This is an optimization exercise on Yosys and OpenROAD, whose aim is small area and a short achievable clock period, not a production implementation.
In this exercise RTL edits were held to simulation tests only and were not proved equivalent to the original.
No activity file was given, so power comes from the tool's default toggle rates.

--- config.mk ---
export PLATFORM = sky130hd
export DESIGN_NAME = motion_core
export DESIGN_NICKNAME = motion_core
export VERILOG_FILES = /design/flow/design.v
export SDC_FILE = /design/flow/constraint.sdc
export NUM_CORES = 4
export LEC_CHECK = 0
export CAP_MARGIN = 20
export CORE_MARGIN = 2
export CORE_UTILIZATION = 40
export PLACE_DENSITY = 0.6
export SLEW_MARGIN = 20
--- constraint.sdc ---
create_clock -name core_clock -period 10.0 [get_ports {clk}]
set_input_delay 2.0000 -clock core_clock [delete_from_list [all_inputs] [get_ports {clk}]]
set_output_delay 2.0000 -clock core_clock [all_outputs]
set_load 0.01 [all_outputs]
--- design.v ---
module acc_step_gen(
           input clk,
           input reset,
           input [31:0] dt_val,  
           input [31:0] steps_val,  
           input load,
           input set_steps_limit,
           input set_dt_limit,
           input reset_steps,
           input reset_dt,
           output reg [31:0] steps,
           output reg [31:0] dt,
           output reg abort,            
           output reg step_stb, 	 
           output reg done 		 
       );
localparam S_INIT = 0, S_WORKING = 1, S_WAIT = 2, S_ABORT = 3;
reg [31:0] next_dt;
reg [31:0] next_steps;
reg [31:0] steps_limit;
reg [31:0] next_steps_limit;
reg [31:0] dt_limit;
reg [31:0] next_dt_limit;
reg [2:0] state;
reg [2:0] next_state;
always @(*)
    begin
        next_state <= state;
        next_dt <= dt + 1;
        next_steps <= steps;
        next_steps_limit <= steps_limit;
        next_dt_limit <= dt_limit;
        abort <= 0;
        step_stb <= 0;
        done <= 0;
        if (reset)
            begin
                next_state <= S_INIT;
                next_dt <= 0;
                next_steps <= 0;
                next_steps_limit <= 0;
                next_dt_limit <= 0;
            end
        else
          begin
            if (load)
                begin
                    if (reset_dt)
                        next_dt <= 0;
                    if (reset_steps)
                        next_steps <= 0;
                    if (set_steps_limit)
                        next_steps_limit <= steps_val;
                    if (set_dt_limit)
                        next_dt_limit <= dt_val;
                end
            case (state)
                S_INIT:
                    begin
                        if (load)
                            next_state <= S_WORKING;
                    end
                S_WORKING:
                    begin
                        if (!load)
                            begin
                                if (dt + 1 >= dt_limit)
                                    begin
                                        next_dt <= 0;
                                        next_steps <= steps + 1;
                                        step_stb <= 1;
                                        if (steps + 1 >= steps_limit)
                                            begin
                                                done <= 1;
                                                next_state <= S_WAIT;
                                            end
                                    end
                            end
                    end
                S_WAIT:
                    begin
                        if (load)  
                            next_state <= S_WORKING;
                        else  
                            begin
                                if (dt + 1 >= dt_limit)
                                    begin
                                        next_dt <= 0;
                                        next_steps <= steps + 1;
                                        abort <= 1;
                                        step_stb <= 1;
                                        next_state <= S_ABORT;
                                    end
                            end
                    end
                S_ABORT:  
                    begin
                        if (load)  
                            next_state <= S_WORKING;
                        else
                            begin
                                abort <= 1;
                                if (dt + 1 >= dt_val)
                                    begin
                                        next_steps <= steps + 1;
                                        next_dt <= 0;
                                        step_stb <= 1;
                                    end
                            end
                    end
            endcase
          end
    end
always @(posedge clk)
    begin
        dt <= next_dt;
        dt_limit <= next_dt_limit;
        steps <= next_steps;
        steps_limit <= next_steps_limit;
        state <= next_state;
    end
endmodule
module acc_profile_gen(
           input clk,
           input reset,
           input acc_step,
           input load,
           input set_x,
           input set_v,
           input set_a,
           input set_j,
           input signed [63:0] x_val,
           input signed [31:0] v_val,
           input signed [31:0] a_val,
           input signed [31:0] j_val,
           input [5:0] step_bit,
           input abort,
           input signed [31:0] abort_a_val,
           output reg signed [63:0] x,
           output reg signed [31:0] v,
           output reg signed [31:0] a,
           output reg signed [31:0] j,
           output reg step,
           output reg dir,
           output reg stopped
       );
reg signed [31:0] next_v;
reg signed [31:0] next_a;
reg signed [31:0] next_j;
reg next_stopped;
always @(*)
    begin
        next_v <= v;
        next_a <= a;
        next_j <= j;
        next_stopped <= stopped;
        if (reset)
            begin
                next_v <= 0;
                next_a <= 0;
                next_j <= 0;
                next_stopped <= 0;
            end
        else if (load)
            begin
                if (set_v)
                    next_v <= v_val;
                if (set_a)
                    next_a <= a_val;
                if (set_j)
                    next_j <= j_val;
            end
        else if (acc_step)
            begin
                next_stopped <= 0;
                if (abort)
                    begin
                        next_j <= 0;
                        if (v != 0)
                            begin
                                if (v > abort_a_val)
                                    begin
                                        next_v <= v - abort_a_val;
                                        next_a <= -abort_a_val;
                                    end
                                else if (v >= -abort_a_val)
                                    begin
                                        next_v <= 0;
                                        next_a <= -v;
                                        next_stopped <= 1;
                                    end
                                else
                                    begin
                                        next_v <= v + abort_a_val;
                                        next_a <= abort_a_val;
                                    end
                            end
                        else
                            begin
                                next_v <= 0;
                                next_a <= 0;
                                next_stopped <= 1;
                            end
                    end
                else
                    begin
                        next_v <= v + a + (j>>>1);
                        next_a <= a + j;
                    end
            end
    end
reg next_dir;
reg next_step;
reg signed [63:0] next_x;
wire signed [63:0] x_acc;
assign x_acc = x + v + (a>>>1);
always @(*)
    begin
        next_x <= x;
        next_dir <= dir;
        next_step <= 0;
        if (reset)
            begin
                next_x <= 0;
                next_dir <= 0;
            end
        else if (load && set_x)
            begin
                next_x <= x_val;
                next_dir <= 0;
            end
        else
            begin
                next_x <= x_acc;
                if (x[step_bit] != x_acc[step_bit])
                    begin
                        if (v>0)
                            next_dir <= 1;
                        else
                            next_dir <= 0;
                        next_step <= 1;
                    end
            end
    end
always @(posedge clk)
    begin
        x <= next_x;
        v <= next_v;
        a <= next_a;
        j <= next_j;
        step <= next_step;
        dir <= next_dir;
        stopped <= next_stopped;
    end
endmodule
module motor_step_gen(
    input clk,
	 input reset,
    input [31:0] pre_n,
    input [31:0] pulse_n,
    input [31:0] post_n,
    input step_stb,
    input step_dir,
    output reg step,
    output reg dir,
    output reg missed
    );
reg [31:0] cnt;
reg [31:0] next_cnt;
reg next_dir;
reg next_step;
reg next_missed;
always @(*)
	begin
		next_cnt <= 0;
		next_dir <= dir;
		next_step <= 0;
		next_missed <= 0;
		if (reset)
			begin
				next_dir <= 0;
			end
		else if (cnt == 0)
			begin
				if (step_stb)
					begin
						next_dir <= step_dir;
						next_cnt <= 1;
					end
			end
		else
			begin
				if (step_stb)
					next_missed <= 1;
				next_cnt <= cnt + 1;
				if (cnt < pre_n)
					next_step <= 0;
				else if (cnt < pulse_n)
					next_step <= 1;
				else if (cnt < post_n)
					next_step <= 0;
				else
					next_cnt <= 0;
			end
	end
always @(posedge clk)
	begin
		cnt <= next_cnt;
		dir <= next_dir;
		step <= next_step;
		missed <= next_missed;
	end
endmodule
module motion_core(
           input clk,
           input rst,
           input reg_wr,
           input [5:0] reg_addr,
           input [31:0] reg_data,
           input load,
           output [31:0] dt,
           output [31:0] steps,
           output done,
           output motor_x_step,
           output motor_x_dir,
           output motor_x_enable,
           output motor_y_step,
           output motor_y_dir,
           output motor_y_enable,
           output motor_z_step,
           output motor_z_dir,
           output motor_z_enable,
           output motor_a_step,
           output motor_a_dir,
           output motor_a_enable
       );
reg [31:0] r0;
reg [31:0] r1;
reg [31:0] r2;
reg [31:0] r3;
reg [31:0] r4;
reg [31:0] r5;
reg [31:0] r6;
reg [31:0] r7;
reg [31:0] r8;
reg [31:0] r9;
reg [31:0] r10;
reg [31:0] r11;
reg [31:0] r12;
reg [31:0] r13;
reg [31:0] r14;
reg [31:0] r15;
reg [31:0] r16;
reg [31:0] r17;
reg [31:0] r18;
reg [31:0] r19;
reg [31:0] r20;
reg [31:0] r21;
reg [31:0] r22;
reg [31:0] r23;
reg [31:0] r24;
reg [31:0] r25;
reg [31:0] r26;
reg [31:0] r27;
reg [31:0] r28;
reg [31:0] r29;
always @(posedge clk)
    begin
        if (rst)
            begin
                r0 <= 0;
                r1 <= 0;
                r2 <= 0;
                r3 <= 0;
                r4 <= 0;
                r5 <= 0;
                r6 <= 0;
                r7 <= 0;
                r8 <= 0;
                r9 <= 0;
                r10 <= 0;
                r11 <= 0;
                r12 <= 0;
                r13 <= 0;
                r14 <= 0;
                r15 <= 0;
                r16 <= 0;
                r17 <= 0;
                r18 <= 0;
                r19 <= 0;
                r20 <= 0;
                r21 <= 0;
                r22 <= 0;
                r23 <= 0;
                r24 <= 0;
                r25 <= 0;
                r26 <= 0;
                r27 <= 0;
                r28 <= 0;
                r29 <= 0;
            end
        else if (reg_wr)
            case (reg_addr)
                0: r0 <= reg_data;
                1: r1 <= reg_data;
                2: r2 <= reg_data;
                3: r3 <= reg_data;
                4: r4 <= reg_data;
                5: r5 <= reg_data;
                6: r6 <= reg_data;
                7: r7 <= reg_data;
                8: r8 <= reg_data;
                9: r9 <= reg_data;
                10: r10 <= reg_data;
                11: r11 <= reg_data;
                12: r12 <= reg_data;
                13: r13 <= reg_data;
                14: r14 <= reg_data;
                15: r15 <= reg_data;
                16: r16 <= reg_data;
                17: r17 <= reg_data;
                18: r18 <= reg_data;
                19: r19 <= reg_data;
                20: r20 <= reg_data;
                21: r21 <= reg_data;
                22: r22 <= reg_data;
                23: r23 <= reg_data;
                24: r24 <= reg_data;
                25: r25 <= reg_data;
                26: r26 <= reg_data;
                27: r27 <= reg_data;
                28: r28 <= reg_data;
                29: r29 <= reg_data;
                default: ;
            endcase
    end
wire abort;
wire acc_step;
wire x_step;
wire x_dir;
wire y_step;
wire y_dir;
wire z_step;
wire z_dir;
wire a_step;
wire a_dir;
assign motor_x_enable = r0[26];
assign motor_y_enable = r0[27];
assign motor_z_enable = r0[28];
assign motor_a_enable = r0[29];
acc_step_gen acc_step1 (
             .clk(clk),
             .reset(rst),
             .dt_val(r1),
             .steps_val(r2),
             .load(load),
             .set_dt_limit(r0[0]),
             .set_steps_limit(r0[1]),
             .reset_dt(r0[2]),
             .reset_steps(r0[3]),
             .dt(dt),
             .steps(steps),
             .abort(abort),
             .step_stb(acc_step),
             .done(done)
);
acc_profile_gen acc_profile_x (
             .clk(clk),
             .reset(rst),
             .acc_step(acc_step),
             .abort(abort),
             .load(load),
             .set_x(r0[4]),
             .set_v(r0[5]),
             .set_a(r0[6]),
             .set_j(r0[7]),
             .step_bit(r0[25:20]),
             .x_val({r4, r3}),
             .v_val(r5),
             .a_val(r6),
             .j_val(r7),
             .abort_a_val(r8),
             .x(),
             .v(),
             .a(),
             .j(),
             .step(x_step),
             .dir(x_dir),
             .stopped()
);
acc_profile_gen acc_profile_y (
             .clk(clk),
             .reset(rst),
             .acc_step(acc_step),
             .abort(abort),
             .load(load),
             .set_x(r0[8]),
             .set_v(r0[9]),
             .set_a(r0[10]),
             .set_j(r0[11]),
             .step_bit(r0[25:20]),
             .x_val({r10, r9}),
             .v_val(r11),
             .a_val(r12),
             .j_val(r13),
             .abort_a_val(r14),
             .x(),
             .v(),
             .a(),
             .j(),
             .step(y_step),
             .dir(y_dir),
             .stopped()
);
acc_profile_gen acc_profile_z (
             .clk(clk),
             .reset(rst),
             .acc_step(acc_step),
             .abort(abort),
             .load(load),
             .set_x(r0[12]),
             .set_v(r0[13]),
             .set_a(r0[14]),
             .set_j(r0[15]),
             .step_bit(r0[25:20]),
             .x_val({r16, r15}),
             .v_val(r17),
             .a_val(r18),
             .j_val(r19),
             .abort_a_val(r20),
             .x(),
             .v(),
             .a(),
             .j(),
             .step(z_step),
             .dir(z_dir),
             .stopped()
);
acc_profile_gen acc_profile_a (
             .clk(clk),
             .reset(rst),
             .acc_step(acc_step),
             .abort(abort),
             .load(load),
             .set_x(r0[16]),
             .set_v(r0[17]),
             .set_a(r0[18]),
             .set_j(r0[19]),
             .step_bit(r0[25:20]),
             .x_val({r22, r21}),
             .v_val(r23),
             .a_val(r24),
             .j_val(r25),
             .abort_a_val(r26),
             .x(),
             .v(),
             .a(),
             .j(),
             .step(a_step),
             .dir(a_dir),
             .stopped()
);
motor_step_gen motor_x(
    .clk(clk),
    .reset(rst),
    .pre_n(r27),
    .pulse_n(r28),
    .post_n(r29),
    .step_stb(x_step),
    .step_dir(x_dir),
    .step(motor_x_step),
    .dir(motor_x_dir),
    .missed()
);
motor_step_gen motor_y(
    .clk(clk),
    .reset(rst),
    .pre_n(r27),
    .pulse_n(r28),
    .post_n(r29),
    .step_stb(y_step),
    .step_dir(y_dir),
    .step(motor_y_step),
    .dir(motor_y_dir),
    .missed()
);
motor_step_gen motor_z(
    .clk(clk),
    .reset(rst),
    .pre_n(r27),
    .pulse_n(r28),
    .post_n(r29),
    .step_stb(z_step),
    .step_dir(z_dir),
    .step(motor_z_step),
    .dir(motor_z_dir),
    .missed()
);
motor_step_gen motor_a(
    .clk(clk),
    .reset(rst),
    .pre_n(r27),
    .pulse_n(r28),
    .post_n(r29),
    .step_stb(a_step),
    .step_dir(a_dir),
    .step(motor_a_step),
    .dir(motor_a_dir),
    .missed()
);
endmodule
--- run.sh ---
#!/bin/bash
# synth_recipe.tcl (not shown) runs the flow's synth.tcl, then flattens the netlist and writes it again
# the make line also repeats each setting of config.mk as NAME=value (left out here)
make -C /OpenROAD-flow-scripts/flow DESIGN_CONFIG=/design/flow/config.mk WORK_HOME=/design/flow/orfs CLKGATE_MAP_FILE= SYNTH_SCRIPT=/design/flow/synth_recipe.tcl finish
==> impl_metrics.yaml <==
status:
  status: "timing/DRC/antenna clean"
yosys:
  synth_simple_gate_area_share_pct: 20.9
  synth_top_family_by_area: "compound AO/OA/AOI/OAI gates"
  syn-num-nets: 20618
  synth_compound_area_share_pct: 23.7
  synthMuxAreaShare_pct: 2.07
  post_synth.cell_area_avg_um2: 7.67
  synthAdderAreaFrac_pct: 17.3
  netlist_area_um2: 144000
  ys_warn_count: 4
  ys_seq_area_share_pct: 26.0
  synth_seq_cells: 1872
  ys.flop_type: "dfxtp_1"
  synth_cell_types: 109
  synth_edf_count: 0
  synthXorXnorAreaFrac_pct: 5.38
  synthArstFlopShare_pct: 0
  syn_inst: 18818
timing:
  tightest_slew_ns: 1.27
  relSlewSlack_pct: 13.2
  final.setup.tns_ns: 0
  clock.fmax_mhz: 123
  setup_viol: 0
  rsz0062_at_grt: "no"
  finClkSkew_ns: 0.0684
  setup_ws_ns: 1.87
  hold_violations: 0
  maxSlewViolCount: 0
  min_period_ns: 8.13
  finalCritPeriodShare_pct: 81.3
clock_network:
  cts.path.max_buffers: 4
  holdBufCountCts: 0
  cts.sinks: 1872
  clock_latency_ns: 0.97
  clkTransAtPathRegs_ns: 0.06
  cts_setup_buffers: 0
  ctsResizeCount: 0
  htree_levels: 4
  numCtsBuffers: 221
  root_buffer: "clkbuf_16"
  cts_tree: "done"
power:
  finalPower_mw: 43.8
  power_density_nw_per_um2: 277
  power_leakage_nw: 63.6
  irDropWorstVdd_mv: 0.648
drt:
  routed_via_density: 6.06
  drc_errors: 0
  route.detailed.wl_per_inst_um: 25.3
  drt_iter0_markers: 17025
  wirelength_mm: 590
  drtAntennaViolNets: 0
  dr_total_vias: 141406
  first_pass_iters: 8
placement:
  hpwlAfterDp_mm: 419
  dp_cells: 22910
  gp_congestion: 0.995
  port_buffers: 118
  pre_cts_ws_ns: 2.83
grt:
  grt_max_degree: 202
  grt_usage_pct: 31.2
  grt_pass1_wl_mm: 872
  grt_pass1_vias: 130879
  antenna_found_initial: 43
  grt-ovfl-total: 0
floorplan:
  die_area_um2: 366000
  initial_core_util_pct: 40.2
  rows: 220
  ioPinCount: 119
  die_y_um: 605
  core_area_um2: 359000
  die_x_um: 605
worst_setup_path:
  r2r-end: "acc_profile_a.a[6]$_SDFFE_PP0P_"
  cp_max_fo: 10
  regToRegSetupSlack_ns: 2.63
  crit_buf_inv: 1
  crit_path_cell_trace: "ha_1 > and3_1 > and4_1 > and3_1 > and3_1 > and3_1 > and3_1 > nand3_1 > nor2_1 > xor2_1 > ha_1 > a21oi_1 > nor2b_1 > o21ai_0 > nand2b_1 > a21oi_1 > nor2b_1 > o21ai_0 > nand3_1 > o21bai_1 > nor3b_1 > clkdlybuf4s50_1"
  cp_top_family: "simple AND/OR/NAND/NOR gates"
  crit_type: "reg -> out"
  slowest_stage: "dfxtp_1"
  worstPathRequired_ns: 8.00
  endpoint_kind: "output port"
  arrival_ns: 6.13
  cp-start-kind: "register"
  max_stage_delay_ns: 0.53
  r2r_start: "r26[2]$_SDFFE_PP0P_"
  reg2reg_depth: 22
  worst_path_most_repeated_cell: "and3_1"
min_path:
  holdPathEnd: "acc_profile_y.x[17]$_SDFF_PP0_"
  min_from: "r9[17]$_SDFFE_PP0P_"
  hp-class: "reg -> reg"
  min_path_cells: 2
flow_run:
  drv_cap: 0
final_layout:
  fillers: 36371
  final_layout_size_suffix_gt1_share_pct: 5.79
  nNetsFinal: 20160
  layout.cells.non_filler: 23338
  finish.utilization_pct: 43.9
  syn2layout_area_growth_pct: 9.31
[cell usage after synthesis (334+ instances only)]
| library cell | number | area (µm²) |
|---|---|---|
| fa_1 | 396 | 7930 |
| nand2_1 | 3586 | 13500 |
| xnor2_1 | 552 | 4830 |
| a21oi_1 | 2519 | 12600 |
| ha_1 | 1362 | 17000 |
| o21ai_0 | 691 | 3460 |
| nor2_1 | 1212 | 4550 |
| a21o_1 | 519 | 3900 |
| nand3_1 | 456 | 2280 |
| xor2_1 | 334 | 2930 |
| dfxtp_1 | 1872 | 37500 |
| inv_1 | 657 | 2470 |
| clkbuf_1 | 1040 | 3900 |
| nor3_1 | 365 | 1830 |
[layer usage]
layer  global-route usage [%]  share of wire [%]  vias up
met5                        0              0.074        -
met4                     14.5                5.4       10
met3                     4.94                9.0     1321
met2                     48.5                 43     6543
met1                     42.3                 42    67704
li1                         -                  -    65828
[placed cells by master, fill, tap and decap left out, types with 454 or more instances in the layout]
cell / count
xnor2_1: 552
dfxtp_1: 1861
a21o_1: 514
o21ai_0: 691
a21oi_1: 2512
nand2_1: 3571
nand3_1: 454
inv_1: 655
ha_1: 1362
nor2_1: 1172
[state kept, by name, indices dropped and copies added (netlist names), 64 cells and up]
name	count
acc_profile_a.x	64
acc_profile_x.x	64
acc_profile_y.x	64
acc_profile_z.x	64
[layout make-up]
class                   instances  area [µm²]  share of cell area (%)
inverters                     662        2490                    1.58
well taps                    4773        5970                    3.79
clock buffers                 299        6210                    3.93
flip-flops and latches       1872       37500                    23.8
clock inverters               110        1350                   0.857
multi-input cells           15156      101000                    63.7
diodes                         19        47.5                  0.0301
repair buffers                447        3670                    2.33
[worst max path at each step]
| stage | slack, ns | cells past startpoint | to | start |
|---|---|---|---|---|
| floorplan | 3.92 | 17 | acc_profile_z.dir$_SDFFE_PP0P_ | acc_profile_z.a[31]$_SDFFE_PP0P_ |
| global placement | 2.91 | 23 | acc_profile_y.v[12]$_SDFFE_PP0P_ | r14[2]$_SDFFE_PP0P_ |
| detailed placement | 2.83 | 23 | acc_profile_y.v[12]$_SDFFE_PP0P_ | r14[2]$_SDFFE_PP0P_ |
| CTS | 1.87 | 22 | done | acc_step1.steps[0]$_SDFF_PP0_ |
| global route | 1.24 | 22 | done | acc_step1.steps[0]$_SDFF_PP0_ |
| finish | 1.87 | 22 | done | acc_step1.steps[0]$_SDFF_PP0_ |
[tightest hold or removal path: stages (launching register included)]
cell	delay [ns]
dfxtp_1	0.31
nand2_1	0.06
a21oi_1	0.05
[report_power, final]
group | total, mW | switching [mW] | internal, mW
Combinational | 26.0 | 17.4 | 8.65
Clock | 8.67 | 3.74 | 4.92
Sequential | 9.08 | 0.930 | 8.15
[kinds of logic (layout without fill, tap and decap cells)]
kind of cell,Yosys count,in the layout
adders and majority gates,1758,1758
buffers and inverters,1790,1518
xor gates and xnor gates,886,886
other,0,19
AOI/OAI and AO/OA,5491,5491
DFF,1872,1872
and+or+nand+nor,6849,6849
muxes,172,172
[through the flow]
step / area (µm²) / hold slack, ns
global route: 158000 / 0.459
global placement: 150000 / 0.437
CTS: 158000 / 0.431
detailed placement: 150000 / 0.442
finish: 158000 / 0.448
floorplan: 144000 / 0.431

what the ideal ports hide:
Ports are ideal in the flow. The routed layout listed here was re-timed in OpenROAD. Step 1, drivers: a clkbuf_16 drives clk and a buf_2 each remaining input, both assumed. Step 2 adds t to the input delays and takes it off the output delays; t is the mean of the earliest and latest rising clock arrival at the registers after step 1. Input paths then give back, and output paths get back, about the clock's delay inside the block. a / b / c = no drivers / after step 1 / after step 2; a / b = the first two.
shift t [ns]: 1.048
setup WS [ns]: 1.866 / 1.756 / 2.634
worst setup path at the end: register to register
After both steps this run still meets setup and hold. The setup slack of this run moves by -0.110 ns with the drivers and by +0.768 ns with both steps.
